Background: an optimization exercise with open tools, aiming at small area, a short achievable clock period and few clock cycles. Do not read the settings as production practice. Where RTL was checked, it was by simulation tests only, not by an equivalence proof against the original. No activity file was given, so power comes from the tool's default toggle rates.

== run M ==
==> flow/design.v (excerpt) <==
module BETA_CORE(
    input CLK,
    input RESET,
    input IRQ,
    input [31:0] MRD,
    input [31:0] ID,
    output [31:0] IA,
    output [31:0] MA,
    output MOE,
    output MWR,
    output [31:0] MWD
    );
localparam [5:0] OP_LD = 6'b011000, OP_ST = 6'b011001, OP_JMP = 6'b011011,
                 OP_BEQ = 6'b011100, OP_BNE = 6'b011101, OP_LDR = 6'b011111;
reg [31:0] pc_base;      
reg [30:0] pc_tgt;       
reg        pc_tk;        
wire [31:0] pc = pc_tk ? {pc_base[31], pc_tgt} : pc_base;
reg        s2_we;        
reg [4:0]  s2_wa;        
reg        s2_ld;        
reg        s2_st;        
reg        s2_cin;       
reg [3:0]  s2_fn;        
reg [31:0] s2_a;        
reg [31:0] s2_b;        
reg [31:0] s2_d;         
reg [4:0]  s2_sh;        
wire [31:0] sum;
  wire [31:0] s2_p = s2_a ^ s2_b;
  wire [31:0] s2_g = s2_a & s2_b;
  ALU_KSADD add (.P(s2_p), .G(s2_g), .CIN(s2_cin), .SUM(sum));
  wire eq = &s2_p;
  wire lt = s2_p[31] ? sum[31] : s2_g[31];
  ...
Size: roughly 3800 cells after synthesis, about 1200 flip-flops, about 170 I/O pins.
export LEC_CHECK = 0
export CAP_MARGIN = 20
export CORE_MARGIN = 2
export CORE_UTILIZATION = 40
export CTS_CLUSTER_DIAMETER = 100
export CTS_CLUSTER_SIZE = 20
export SLEW_MARGIN = 20
export SYNTH_HIERARCHICAL = 1
create_clock -name core_clock -period 13.0 [get_ports {CLK}]
standard.sh (not shown) runs the stock make flow with config.mk's settings and CLKGATE_MAP_FILE= SYNTH_SCRIPT=/design/flow/synth_recipe.tcl, a recipe that flattens the netlist after the stock synthesis.
==> flow/flow/run.sh <==
#!/bin/bash
# The standard synthesis and layout (standard.sh), with these changes to
# how ORFS makes the layout (the SDC and clock period are the standard flow's):
#  - timing repair aims at a larger setup margin, so that it works on the
#    paths that set the achieved period;
#  - port buffers are buf_2 cells (every port still gets its buffer).
# The tools' full output is in flow_make.log and in orfs/logs/.
set -euo pipefail
bash standard.sh SETUP_SLACK_MARGIN=7.5 \
  "BUFFER_PORTS_ARGS=-buffer_cell sky130_fd_sc_hd__buf_2" \
  finish > flow_make.log 2>&1
Run M completed every stage of the flow, and the final layout passed the timing, design-rule and antenna checks.
Testbench counts of run M, summed over its fixed seeds: cycles 24,737.
For run R, these inputs were changed with respect to run M:
--- a/flow/design.v
+++ b/flow/design.v
@@ -4,64 +4,70 @@
 module RF_NAND4 (input a, b, c, d, output y);
   assign y = ~(a & b & c & d);
 endmodule
 module RF_NAND3 (input a, b, c, output y);
   assign y = ~(a & b & c);
 endmodule
 module RF_OR3 (input a, b, c, output y);
   assign y = a | b | c;
 endmodule
+module RF_NOR3 (input a, b, c, output y);
+  assign y = ~(a | b | c);
+endmodule
 module RF_ND2 (input a, b, output y);
   assign y = ~(a & b);
 endmodule
 module RF_A21O (input a1, a2, b1, output y);
   assign y = (a1 & a2) | b1;
 endmodule
 module RF_RDBIT (
   input  [30:0] Q,
   input  [30:0] S,
   input         F,
   input         W,
   output        TR,
+  output        ZN,      
   output        Y
   );
   wire [10:0] l;
   wire [2:0]  h;
   genvar g;
   generate
     for (g = 0; g < 10; g = g + 1) begin : T
       RF_AOI222 u (.a1(S[3*g]), .a2(Q[3*g]), .b1(S[3*g+1]), .b2(Q[3*g+1]),
                    .c1(S[3*g+2]), .c2(Q[3*g+2]), .y(l[g]));
     end
   endgenerate
   RF_ND2   u10 (.a(S[30]), .b(Q[30]), .y(l[10]));
   RF_NAND4 n0 (.a(l[0]), .b(l[1]), .c(l[2]), .d(l[3]), .y(h[0]));
   RF_NAND4 n1 (.a(l[4]), .b(l[5]), .c(l[6]), .d(l[7]), .y(h[1]));
   RF_NAND3 n2 (.a(l[8]), .b(l[9]), .c(l[10]), .y(h[2]));
   RF_OR3   o  (.a(h[0]), .b(h[1]), .c(h[2]), .y(TR));
+  RF_NOR3  z  (.a(h[0]), .b(h[1]), .c(h[2]), .y(ZN));
   RF_A21O  f  (.a1(F), .a2(W), .b1(TR), .y(Y));
 endmodule
 module REGFILE (
   input  [31*32-1:0] REGS,    
   input  [30:0]      SEL,     
   input              F,       
   input  [31:0]      W,
   output [31:0]      TR,      
+  output [31:0]      ZN,      
   output [31:0]      Y
   );
   genvar b, k;
   generate
     for (b = 0; b < 32; b = b + 1) begin : B
       wire [30:0] q;
       for (k = 0; k < 31; k = k + 1) begin : K
         assign q[k] = REGS[32*k + b];
       end
-      RF_RDBIT u (.Q(q), .S(SEL), .F(F), .W(W[b]), .TR(TR[b]), .Y(Y[b]));
+      RF_RDBIT u (.Q(q), .S(SEL), .F(F), .W(W[b]), .TR(TR[b]), .ZN(ZN[b]), .Y(Y[b]));
     end
   endgenerate
 endmodule
 module ALU_MX2I (input a, b, s, output y);
   assign y = ~(s ? b : a);
 endmodule
 module ALU_MX2 (input a, b, s, output y);
   assign y = s ? b : a;
 endmodule
@@ -280,25 +286,25 @@
   for (si = 0; si < 31; si = si + 1) begin
     wsel[si]  = s2_we & (s2_wa == si);
     sel_a[si] = (ra == si) & ~wsel[si];
     sel_b[si] = (op[5] ? (rb == si) : (rc == si)) & ~wsel[si];
   end
 end
 wire fwd_a = s2_we & (s2_wa == ra);
 wire fwd_b = s2_we & (s2_wa == rbx);
 wire [31:0] va, vb;
-wire [31:0] ta, tb;
-REGFILE rpa (.REGS(regs), .SEL(sel_a), .F(fwd_a), .W(wdata), .TR(ta), .Y(va));
-REGFILE rpb (.REGS(regs), .SEL(sel_b), .F(fwd_b), .W(wdata), .TR(tb), .Y(vb));
+wire [31:0] ta, tb, tan, tbn;
+REGFILE rpa (.REGS(regs), .SEL(sel_a), .F(fwd_a), .W(wdata), .TR(ta), .ZN(tan), .Y(va));
+REGFILE rpb (.REGS(regs), .SEL(sel_b), .F(fwd_b), .W(wdata), .TR(tb), .ZN(tbn), .Y(vb));
 wire [30:0] pc4 = pc[30:0] + 31'd4;
 wire [30:0] tgt = pc4 + {lit[28:0], 2'b00};
 wire z_w = (wdata == 32'b0);
-wire z_r = (ta == 32'b0);
+wire z_r = &tan;
 wire z = z_r & (z_w | ~fwd_a);
 wire taken = (is_beq & z) | (is_bne & ~z);
 wire link = is_jmp | is_beq | is_bne;
 wire sub  = is_alu & ~op[3] & (op[2] | op[0]);
 wire inv  = sub | (is_alu & (op[3:0] == 4'b1011));    
 always @(posedge CLK) begin
   if (RESET) begin
     pc_base <= 32'h80000000;
   end else if (irq) begin
On transition time at the pin with the least slew margin: run R sits above run M.
Of run R and run M, run M shows the lower cell leakage power, with run R above it.
Summary: with run M as the reference, number of clock buffer instances in the layout in run R moved down by more than 10%.
On mean cell area of the mapped netlist: run R sits above run M.
Run R against run M; highest clock frequency the design can meet is down by a few percent.
Summary of run R over run M: buffering overhead now smaller, post-layout minimum cycle time now larger, fraction of power consumed by the clock network now larger, part of the power in registers now larger, post-layout worst setup margin now smaller.
Run R ends up with a wire length per cell after detailed routing that is about 3% lower than in run M.
The tightest slew margin relative to the limit number comes out higher for run M vs run R.
Only the layout flow was run in run R; the RTL was not checked for function there.

==> re-timing with driven ports <==
How much do the figures lean on ideal ports? The routed layouts below were timed once more, with nothing changed but the port constraints. Step 1 (the two cells are an assumption about what drives the block):
set clk [get_ports {CLK}]
set_driving_cell -lib_cell sky130_fd_sc_hd__clkbuf_16 $clk
set_driving_cell -lib_cell sky130_fd_sc_hd__buf_2 [delete_from_list [all_inputs] $clk]
Step 2, shift: input delay + t, output delay - t, t = (earliest + latest rising clock arrival at the registers) / 2. This alone moves slack from input paths to output paths. Slacks: no drivers / after step 1 / after step 2; pairs: no drivers / after step 1.
| run | shift t [ns] | setup WS [ns] | worst setup path after step 2 | worst slew at a driven data input, ns |
|---|---|---|---|---|
| run M | 0.740 | 7.396 / 7.405 / 6.665 | input to register | 0.09 |
| run R | 0.730 | 7.258 / 7.234 / 6.504 | input to register | 0.17 |
After both steps every run listed still meets setup and hold. For run R, which loses most, drivers alone change the setup slack by -0.024 ns; drivers and shift together by -0.754 ns.
